Background: an optimization exercise with open tools, aiming at small area. Do not read the settings as production practice. Function was checked by simulation only, so behaviour that the tests miss may differ from the original. No activity file was given, so power comes from the tool's default toggle rates.

==> design.v <==
module m_sequence_generator (
    input  wire clk_2m,
    input  wire rst_n,
    input  wire step,
    output reg  m_seq_out
);
reg [7:0] lfsr;
wire feedback = lfsr[7] ^ lfsr[3] ^ lfsr[2] ^ lfsr[1];
always @(posedge clk_2m or negedge rst_n) begin
    if (!rst_n) begin
        lfsr      <= 8'b10101010;
        m_seq_out <= 1'b0;
    end else if (step) begin
        lfsr      <= {lfsr[6:0], feedback};
        m_seq_out <= lfsr[7];
    end
end
endmodule
module dpll_clock_recovery (
    input  wire clk_2m,
    input  wire rst_n,
    input  wire pulse_edge,      
    input  wire gate_done,       
    input  wire m_seq_in,
    output reg  recovered_clk,
    output reg  locked
);
parameter KP = 8'h10;    
parameter KI = 8'h05;    
reg [30:0] acc;
reg [30:0] INIT_INC;
reg        gate_done_d;
wire       cnt = pulse_edge & ~gate_done;
wire load_all = ~rst_n;
wire acc_clr  = gate_done_d | load_all;
wire [30:0] acc_next;
rca #(31) acc_add (
    .a(acc & {31{~acc_clr}}),
    .b({19'd0, cnt, 4'd0, cnt, cnt, 3'd0, cnt, cnt}),    
    .ci(1'b0),
    .s(acc_next)
);
always @(posedge clk_2m or negedge rst_n) begin
    if (!rst_n)
        gate_done_d <= 1'b0;
    else
        gate_done_d <= gate_done;
end
always @(posedge clk_2m) begin
    acc <= acc_next;
    if (acc_clr)
        INIT_INC <= acc;
end
reg [1:0] m_seq_delay;
always @(posedge clk_2m) m_seq_delay <= {m_seq_delay[0], m_seq_in};
wire edge_detected = m_seq_delay[1] ^ m_seq_delay[0];
reg [15:0] phase_now, phase_diff, phase_error;
reg [21:0] int_error;      
reg [31:0] dco_phase;
reg [31:0] dco_increment;
reg [7:0]  lock_counter;
wire [21:0] int_sum;
rca #(22) int_add (
    .a(int_error),
    .b({{8{phase_error[15]}}, phase_error[15:2]}),
    .ci(1'b0),
    .s(int_sum)
);
wire int_hi = ~int_error[21] & int_error[20];
wire int_lo = int_error[21] & (~int_error[20] | ~|int_error[19:0]);
wire [21:0] int_next = int_hi ? 22'h0FFFFF :
                       int_lo ? 22'h300001 : int_sum;
wire [23:0] int_sx = {{2{int_error[21]}}, int_error};
wire [23:0] int5;
rca #(24) int5_add (
    .a(int_sx),
    .b({int_sx[21:0], 2'b00}),
    .ci(1'b0),
    .s(int5)
);
wire [23:0] i_term = {{8{int5[23]}}, int5[23:8]};
wire [24:0] pi_sum;
rca #(25) pi_add (
    .a({1'b0, i_term}),
    .b({9'd0, phase_error}),
    .ci(1'b0),
    .s(pi_sum)
);
wire [31:0] inc_next;
rca #(32) inc_add (
    .a({1'b0, INIT_INC}),
    .b({7'd0, pi_sum}),
    .ci(1'b0),
    .s(inc_next)
);
wire pe_small = phase_error[15] ? (phase_error > 16'hFFCE) : (phase_error < 16'd50);
wire lc_sat = pe_small ? (&lock_counter) : ~|lock_counter;
wire [7:0] lc_next;
rca #(8) lc_add (
    .a(lock_counter),
    .b({{7{~pe_small}}, 1'b1}),
    .ci(1'b0),
    .s(lc_next)
);
wire [31:0] phase_next;
rca #(32) nco_add (
    .a(dco_phase),
    .b(dco_increment),
    .ci(1'b0),
    .s(phase_next)
);
always @(posedge clk_2m or negedge rst_n) begin
    if (!rst_n) begin
        int_error     <= 22'd0;
        dco_phase     <= 32'd0;
        lock_counter  <= 8'd0;
        recovered_clk <= 1'b0;
        locked        <= 1'b0;
    end else begin
        if (edge_detected) begin
            int_error <= int_next;
            if (!lc_sat)
                lock_counter <= lc_next;
        end
        dco_phase     <= phase_next;
        recovered_clk <= dco_phase[31];
        locked        <= (lock_counter > 8'd32);
    end
end
always @(posedge clk_2m) begin
    if (edge_detected | load_all) begin
        phase_now     <= dco_phase[31:16] & {16{rst_n}};
        phase_diff    <= phase_now;
        phase_error   <= phase_diff;
        dco_increment <= inc_next;
    end
end
endmodule
module display (
    input  wire       sys_clk,
    input  wire       rst_n,
    input  wire       pulse_edge,
    input  wire       gate_done,
    output wire       dot,
    output wire [3:0] DCBA,
    output reg  [5:0] w_out
);
reg [23:0] pulse_bcd;    
reg [23:0] freq_bcd;     
wire        clr = gate_done | ~rst_n;
wire [6:0]  carry;
wire [23:0] bcd_next;
assign carry[0] = pulse_edge;
genvar k;
generate
    for (k = 0; k < 6; k = k + 1) begin : digit
        wire [3:0] d = pulse_bcd[4*k +: 4];
        wire [3:0] n;
        assign n[0] = ~d[0];
        assign n[1] = ~d[3] & (d[1] ^ d[0]);
        assign n[2] = d[2] ^ (d[1] & d[0]);
        assign n[3] = (d[2] & d[1] & d[0]) | (d[3] & ~d[0]);
        assign carry[k+1] = carry[k] & d[3] & d[0];
        assign bcd_next[4*k +: 4] = clr ? 4'd0 : carry[k] ? n : d;
    end
endgenerate
always @(posedge sys_clk)
    pulse_bcd <= bcd_next;
always @(posedge sys_clk)
    if (clr)
        freq_bcd <= pulse_bcd;
localparam [10:0] SCAN_FIRST = 11'h066;
localparam [10:0] SCAN_LAST  = 11'h533;
reg [10:0] scan_cnt;
reg [2:0]  scan_sel;
wire       scan_hit = (scan_cnt == SCAN_LAST);
always @(posedge sys_clk or negedge rst_n) begin
    if (!rst_n) begin
        scan_cnt <= SCAN_FIRST;
        scan_sel <= 3'd0;
    end else begin
        scan_cnt <= {scan_cnt[9:0], scan_cnt[10] ^ scan_cnt[8]} ^ {1'b0, scan_hit, 9'b0};
        if (scan_hit)
            scan_sel <= scan_sel + 1'b1;
    end
end
assign dot = 1'b1;
reg [3:0] shown;
always @(*) begin
    case (scan_sel)
        3'd0: begin w_out = 6'b111110; shown = freq_bcd[23:20]; end
        3'd1: begin w_out = 6'b111101; shown = freq_bcd[19:16]; end
        3'd2: begin w_out = 6'b111011; shown = freq_bcd[15:12]; end
        3'd3: begin w_out = 6'b110111; shown = freq_bcd[11:8];  end
        3'd4: begin w_out = 6'b101111; shown = freq_bcd[7:4];   end
        3'd5: begin w_out = 6'b011111; shown = freq_bcd[3:0];   end
        default: begin w_out = 6'b111111; shown = 4'd0; end
    endcase
end
assign DCBA = shown & {4{rst_n}};
endmodule
module top (
    input  wire       clk_2m,
    input  wire       clk_10k,
    input  wire       rst_n,
    output wire       m_seq_out,
    output wire       sys_clk_out,
    output wire       locked,
    output wire [3:0] DCBA,
    output wire [5:0] w_out,
    output wire       dot
);
reg sync0, sync1;
always @(posedge clk_2m or negedge rst_n) begin
    if (!rst_n) begin
        sync0 <= 1'b0;
        sync1 <= 1'b0;
    end else begin
        sync0 <= clk_10k;
        sync1 <= sync0;
    end
end
wire rise = sync0 & ~sync1;
localparam [20:0] GATE_FIRST = 21'h0bf6b1;
localparam [20:0] GATE_LAST  = 21'h11fb58;
reg [20:0] gate_cnt;
reg        gate_done;
wire       gate_hit = (gate_cnt == GATE_LAST);
always @(posedge clk_2m or negedge rst_n) begin
    if (!rst_n) begin
        gate_cnt  <= GATE_FIRST;
        gate_done <= 1'b0;
    end else begin
        gate_cnt  <= {gate_cnt[19:0], gate_cnt[20] ^ gate_cnt[18]} ^ {1'b0, gate_hit, 19'b0};
        gate_done <= gate_hit;
    end
end
m_sequence_generator m_seq_gen (
    .clk_2m(clk_2m),
    .rst_n(rst_n),
    .step(rise),
    .m_seq_out(m_seq_out)
);
dpll_clock_recovery dpll_clock_recovery (
    .clk_2m(clk_2m),
    .rst_n(rst_n),
    .pulse_edge(rise),
    .gate_done(gate_done),
    .m_seq_in(m_seq_out),
    .recovered_clk(sys_clk_out),
    .locked(locked)
);
display display (
    .sys_clk(clk_2m),
    .rst_n(rst_n),
    .pulse_edge(rise),
    .gate_done(gate_done),
    .dot(dot),
    .DCBA(DCBA),
    .w_out(w_out)
);
endmodule
module rca #(
    parameter W = 8
) (
    input  wire [W-1:0] a,
    input  wire [W-1:0] b,
    input  wire         ci,
    output wire [W-1:0] s
);
wire [W:0] c;
assign c[0] = ci;
genvar i;
generate
    for (i = 0; i < W; i = i + 1) begin : bit_
        wire nc = ~c[i];
        assign s[i]   = ~(a[i] ^ b[i] ^ nc);
        assign c[i+1] = ~((~a[i] & ~b[i]) | (nc & ~(a[i] & b[i])));
    end
endgenerate
endmodule
==> flow/run.sh <==
#!/bin/bash
# Standard layout, with clock tree synthesis run without dummy loads and the
# port buffers built from the smallest buffer.
set -euo pipefail
export CTS_ARGS="-sink_clustering_enable -repair_clock_nets -dont_use_dummy_load -buf_list sky130_fd_sc_hd__clkbuf_8 -sink_clustering_size 16 -sink_clustering_max_diameter 40"
export BUFFER_PORTS_ARGS="-buffer_cell sky130_fd_sc_hd__buf_1"
bash standard.sh > standard.log 2>&1
==> standard.sh <==
#!/bin/bash
# synth_recipe.tcl (not shown) runs the flow's synth.tcl, then flattens the netlist and writes it again
# the make line also repeats each setting of config.mk as NAME=value (left out here)
make -C /OpenROAD-flow-scripts/flow DESIGN_CONFIG=/design/flow/config.mk WORK_HOME=/design/flow/orfs CLKGATE_MAP_FILE= SYNTH_SCRIPT=/design/flow/synth_recipe.tcl "${@:-finish}"
==> config.mk <==
export PLATFORM = sky130hd
export DESIGN_NAME = top
export DESIGN_NICKNAME = top
export VERILOG_FILES = /design/flow/design.v
export SDC_FILE = /design/flow/constraint.sdc
export NUM_CORES = 4
export LEC_CHECK = 0
export CAP_MARGIN = 20
export CORE_MARGIN = 2
export CORE_UTILIZATION = 86
export SLEW_MARGIN = 20
==> constraint.sdc <==
create_clock -name core_clock -period 40.0 [get_ports {clk_2m}]
set_input_delay 8.0000 -clock core_clock [delete_from_list [all_inputs] [get_ports {clk_2m}]]
set_output_delay 8.0000 -clock core_clock [all_outputs]
set_load 0.01 [all_outputs]
==> results of run 1 <==
==> through the flow <==
step	util [%]	instance area (um2)	std cells
after global routing	92.6	14000	1093
after floorplan	-	13300	875
after detailed placement	89.3	13500	1057
after CTS	92.5	14000	1092
final	92.6	14000	1093
after global placement	89.3	13500	1057
==> worst max path at each step <==
stage / from / to / slack [ps] / depth (start not counted)
after global placement: rst_n / DCBA[0] / 22770 / 4
after detailed placement: rst_n / DCBA[3] / 22700 / 4
after CTS: rst_n / DCBA[0] / 22680 / 4
after global routing: rst_n / DCBA[3] / 22540 / 4
after floorplan: rst_n / DCBA[0] / 23590 / 2
final: rst_n / DCBA[3] / 22700 / 4
==> layout by cell type (no fill, tap or decap), types with 5 or more instances in the layout <==
cell type	instances
nand4_1	15
inv_1	57
a21oi_1	35
mux2_2	9
dfxtp_1	57
nand2b_1	7
ha_1	50
nand3b_1	6
xnor2_1	14
dfrtp_1	91
nand2_1	62
o21ai_0	8
nor4_1	5
buf_1	14
clkbuf_8	35
fa_1	114
nor2_1	26
buf_4	6
a2bb2oi_1	19
nor2b_1	7
dfstp_2	21
edfxtp_1	135
xor2_1	11
and2_1	47
==> registers in the layout, summed over array words and instances, names as in the netlist, 2 cells and up, named ones only <==
name                               cells
display.scan_cnt                      11
dpll_clock_recovery.dco_increment     32
dpll_clock_recovery.lock_counter       8
dpll_clock_recovery.INIT_INC          31
dpll_clock_recovery.dco_phase         32
dpll_clock_recovery.m_seq_delay        2
gate_cnt                              21
display.freq_bcd                      24
dpll_clock_recovery.phase_now         16
display.pulse_bcd                     18
m_seq_gen.lfsr                         8
display.scan_sel                       3
dpll_clock_recovery.int_error         22
dpll_clock_recovery.phase_error       16
dpll_clock_recovery.phase_diff        16
dpll_clock_recovery.acc               31
==> power by group through the flow <==
| stage | Clock [mW] | Combinational (mW) | Sequential [mW] |
|---|---|---|---|
| 4_1_cts | 0.176 | 0.0872 | 0.389 |
| 3_5_place_dp | 0 | 0.0836 | 0.395 |
| 5_1_grt | 0.188 | 0.0959 | 0.393 |
| 3_3_place_gp | 0 | 0.0653 | 0.390 |
| 6_report | 0.175 | 0.0855 | 0.389 |
| 2_1_floorplan | 0 | 0.0496 | 0.387 |
==> worst max-delay path, delay by kind of cell <==
family | cells | cell delay (ps)
buf+inv | 3 | 1080
compound gates | 1 | 200
==> layer usage <==
metal | track usage, % | wire length, um
met1 | 44.5 | 9430
met4 | 15.9 | 1180
met3 | 5.95 | 1690
met5 | 0 | 0
met2 | 59.6 | 14000
==> cell type report <==
class / instances / area [um2]
Clock buffer: 35 / 482
Sequential cell: 304 / 8020
Inverter: 58 / 218
Fill cell: 456 / 1130
Tap cell: 188 / 235
Multi-Input combinational cell: 487 / 4960
Timing Repair Buffer: 21 / 105
==> logic make-up after synthesis <==
group / synth area share, %
multiplexers: 1.16
AND/OR/NAND/NOR: 7.98
XOR/XNOR: 1.71
AO/OA/AOI/OAI: 4.31
flip-flops: 60.3
adder cells (fa/ha/maj): 21.9
other: 0.0282
buffers and inverters: 2.60
==> notes.md, run 1 <==
Worst-path clk slew=60 ps; post-synth top area share=30.5%; top-count cell post-synth=edfxtp_1; die span in x=128 um; Int Power=0.483 mW; clock network power share=26.9%; GRT Util Overall=34.7%; commonest register cell after synthesis=edfxtp_1; VDD IR-drop max=35.6 uV; final hold violations=0; # setup viols final=0; Reg2Reg Launch Point=dpll_clock_recovery.int_error[4]; Comb pwr share=13.2%; Via Count=7194; FF-to-FF End=dpll_clock_recovery.dco_increment[30]; hold path startpoint=gate_cnt[9]; synth top area cells=edfxtp_1, fa_1, dfrtp_1; Worst Tran Pin Value=1060 ps; setup TNS=0 ps; P_sw=0.166 mW; first-pass GRT wire length=42.1 mm; crit path DAT=9300 ps; Distinct cells, synth=59; hold_buf cts=0; crit path launch type=input pin; hold worst-path end=gate_cnt[10]; hold path depth=0; total power=0.649 mW; die area=16500 um2; RePlAce Congestion=0.858; CTS Buf Count=35; 1st-iter DRT viols=789; critical path class=in2out; Nets=1074; outcome=no timing/DRC/antenna violations; largest net degree at the start of global routing=81; H-tree Lvls=2; RSZ-0062 raised after global routing=false; Final period util=43.3%; post-synthesis sequential area ratio=60.3%; PortBufs=15; Slew Limit Fails=0; Leak Pwr=5.84 nW; CTS tree=done; CP endpoint kind=output pin; drt total wl=26.3 mm; Synthesized Nets=1042; post-synthesis cell type with the largest combined area=edfxtp_1; R2R depth=39; FFs w/ async S/R, synth=36.8%; register bit total from synthesis=304; Switching Share=25.6%; clk_skew=69.3 ps; DP HPWL=16.8 mm; number of antenna violations at the first check in global routing=0; post-CTS sizing=0; Diodes inserted=0; fmax=57.8 MHz; Setup WS post-layout=22700 ps; Root Buffer=clkbuf_8; Commonest cells post-synth=edfxtp_1, fa_1, dfrtp_1; Flop pwr share=59.9%; layout cells sized above 1=9.28%; cell area after synthesis=13300 um2; Routed Antenna Nets=0; max-cap violations=0; slowest stage delay, CP=520 ps; Syn Area/Cell=15.2 um2; Worst path slowest cell=buf_4; FP Rows=45; Synth Instances=875; CP Max Fanout=44; I/O pin count=17; R2R setup slack=25810 ps; Critical Path RT=32000 ps; Worst-Skew Late Latency=550 ps; grt ovf=0; # Post-CTS Setup Buffers=0; crit path time final=17300 ps; Setup WS pre-CTS=22700 ps; Longest Clk Path Bufs=3; Area growth, synth to finish=5.34%; Clock Sinks=304; core footprint=15100 um2; 1st-pass router iterations=5; worst path cell trace=clkbuf_4, buf_4, o21a_1, buf_1; Post-synth EDFFs=135; vias in the first global route=7863; Post-route DRC=0; Ys Warns=4; worst rel slew slack=29.5%; DR vias/cell=6.58; Die Ht=128 um; starting density of the core=87.9%; WL/cell=24.1 um; worst hold slack=367 ps; power per cell area=46.3 nW/um2; HP Class=reg2reg
==> run 2, diff against run 1 <==
==> flow/run.sh (replaced) <==
#!/bin/bash
# Standard layout, with clock tree synthesis run without dummy loads and the
# port buffers built from the smallest buffer.
set -euo pipefail
export CTS_ARGS="-sink_clustering_enable -repair_clock_nets -dont_use_dummy_load -buf_list sky130_fd_sc_hd__clkbuf_8 -sink_clustering_size 20 -sink_clustering_max_diameter 50"
export BUFFER_PORTS_ARGS="-buffer_cell sky130_fd_sc_hd__buf_1"
bash standard.sh > standard.log 2>&1
--- a/config.mk
+++ b/config.mk
@@ -9,3 +9,3 @@
 export CORE_MARGIN = 2
-export CORE_UTILIZATION = 86
+export CORE_UTILIZATION = 80
 export SLEW_MARGIN = 20
==> run 2 against run 1 <==
Compared with the run above: maximum frequency rose by 1.6%; final cell count rose by 2.4%; count of clock-buffer cells in the layout fell by 6; via count fell by 7.4%; final area fell by 0.28%; sequential share of layout area rose by 0.16 points; critical path type unchanged.
==> notes.md, run 2 <==
post-synth top area share=30.5%; WL/cell=19.4 um; biggest registers after layout=dpll_clock_recovery.dco_increment: 32 flops, dpll_clock_recovery.dco_phase: 32 flops; post-CTS sizing=0; Worst Tran Pin Value=1030 ps; hold path depth=0; Slew Limit Fails=0; vias in the first global route=7418; post-synthesis cell type with the largest combined area=edfxtp_1; hold_buf cts=0; commonest non-fill, non-tap cell in the layout=edfxtp_1; HP Class=reg2reg; worst setup path start=rst_n; met3 usage=4.48%; 1st-pass router iterations=5; max-cap violations=0; crit path DAT=9020 ps; starting density of the core=81.1%; GRT busiest layer=met2; Commonest cells post-synth=edfxtp_1, fa_1, dfrtp_1; final hold violations=0; die area=17700 um2; hold worst-path end=gate_cnt[5]; # setup viols final=0; setup TNS=0 ps; crit path launch type=input pin; DR vias/cell=5.95; Reg2Reg Launch Point=dpll_clock_recovery.int_error[4]; PortBufs=15; RePlAce Congestion=0.855; CTS Buf Count=29; CTS tree=done; grt ovf=0; Synthesized Nets=1042; commonest non-fill, non-tap cells in the layout=edfxtp_1, fa_1, dfrtp_1; largest net degree at the start of global routing=81; die span in x=133 um; # Post-CTS Setup Buffers=0; Final Util=85.2%; first-pass GRT wire length=37.1 mm; post-synthesis sequential area ratio=60.3%; Syn Area/Cell=15.2 um2; Root Buffer=clkbuf_8; Area growth, synth to finish=5.05%; Routed Antenna Nets=0; Leak Pwr=5.80 nW; layout cells sized above 1=8.68%; CP Max Fanout=45; core footprint=16400 um2; R2R setup slack=26120 ps; commonest register cell after synthesis=edfxtp_1; worst rel slew slack=31.0%; Critical Path RT=32000 ps; number of antenna violations at the first check in global routing=0; synth top area cells=edfxtp_1, fa_1, dfrtp_1; Final period util=42.6%; Longest Clk Path Bufs=3; Worst-path clk slew=110 ps; RSZ-0062 raised after global routing=false; GRT Util Overall=27.0%; Post-route DRC=0; M2 GR Usage=47.6%; H-tree Lvls=1; outcome=no timing/DRC/antenna violations; Clock Sinks=304; fmax=58.7 MHz; Ys Warns=4; cell area after synthesis=13300 um2; CP endpoint kind=output pin; FFs w/ async S/R, synth=36.8%; Distinct cells, synth=59; VDD IR-drop max=39.0 uV; FF-to-FF End=dpll_clock_recovery.dco_increment[30]; Synth Instances=875; crit path time final=17020 ps; 1st-iter DRT viols=470; Via Count=6662; R2R depth=39; register bit total from synthesis=304; clk_skew=58.8 ps; power per cell area=44.2 nW/um2; hold path startpoint=gate_cnt[4]; FP Rows=47; Die Ht=133 um; top-count cell post-synth=edfxtp_1; critical path class=in2out; Nets=1068; met1 Resource Use GR=35.1%; Diodes inserted=0; Worst-Skew Late Latency=580 ps; I/O pin count=17; DP HPWL=15.6 mm; drt total wl=21.7 mm; Post-synth EDFFs=135
run 2: final cells by class:
cell class                      count  area (um2)
Timing Repair Buffer               21         109
Multi-Input combinational cell    487        4960
Inverter                           58         218
Sequential cell                   304        8020
Fill cell                         723        2430
Tap cell                          220         275
Clock buffer                       29         399
run 2: logic make-up (layout without fill, tap and decap cells):
logic type	Yosys count	in the layout	share of synthesized area, %
DFF	304	304	60.3
and+or+nand+nor	200	200	7.98
adders and majority gates	165	165	21.9
buffers and inverters	84	108	2.60
AOI/OAI and AO/OA	82	82	4.31
xor gates and xnor gates	26	26	1.71
muxes	13	13	1.16
other	1	1	0.0282
run 2: power breakdown:
group          internal, mW  switching (mW)
Clock                0.0643          0.0911
Combinational        0.0357          0.0402
Sequential            0.365          0.0211
run 2: how the worst max path moves through the flow:
stage	depth (start not counted)	end	slack (ps)
4_1_cts	3	DCBA[1]	22930
3_3_place_gp	3	DCBA[1]	22960
2_1_floorplan	2	DCBA[0]	23590
6_report	3	DCBA[1]	22980
5_1_grt	3	DCBA[1]	22860
3_5_place_dp	3	DCBA[1]	22930
run 2: through the flow:
step | cell area [um2] | total power [mW] | hold WS, ps | worst slack, ps | cells
after global placement | 13600 | 0.457 | 351 | 22960 | 1089
after floorplan | 13300 | 0.437 | 347 | 23590 | 875
after global routing | 14000 | 0.651 | 323 | 22860 | 1119
after CTS | 14000 | 0.624 | 324 | 22930 | 1118
final | 14000 | 0.618 | 322 | 22980 | 1119
after detailed placement | 13600 | 0.470 | 354 | 22930 | 1089
run 2: worst max-delay path, stage by stage:
cell      delay, ps
clkbuf_4        530
a21boi_0        270
buf_1           170
run 2: metal layers:
layer	up-vias	routed length, um
li1	3015	-
met1	3455	8540
met2	149	11800
met3	43	851
met4	0	580
met5	-	0

what the ideal ports hide:
How much do the figures lean on ideal ports? The routed layouts below were timed once more, with nothing changed but the port constraints.
Step 1: set_driving_cell puts a clkbuf_16 on clk_2m and a buf_2 on each other input, an assumption about the parent block.
Step 2 times the ports against the registers' clock, not the clock port: input delays grow and output delays shrink by t, the midpoint of the rising clock arrivals with the driver on.
Three values: ideal, step 1, step 2; two values: the first two.
| run | shift t [ns] | slack for setup (ns) | hold WS [ns] | worst register clock-pin slew, ns | worst slew at a driven data input, ns |
|---|---|---|---|---|---|
| run 1 | 0.556 | 22.699 / 22.672 / 22.672 | 0.367 / 0.367 / 0.367 | 0.10 / 0.10 | 0.03 |
| run 2 | 0.595 | 22.979 / 22.951 / 22.951 | 0.322 / 0.322 / 0.322 | 0.11 / 0.11 | 0.03 |
After both steps setup and hold are still met in every run listed. For run 2, which loses most, drivers alone change the setup slack by -0.028 ns; drivers and shift together by -0.028 ns.
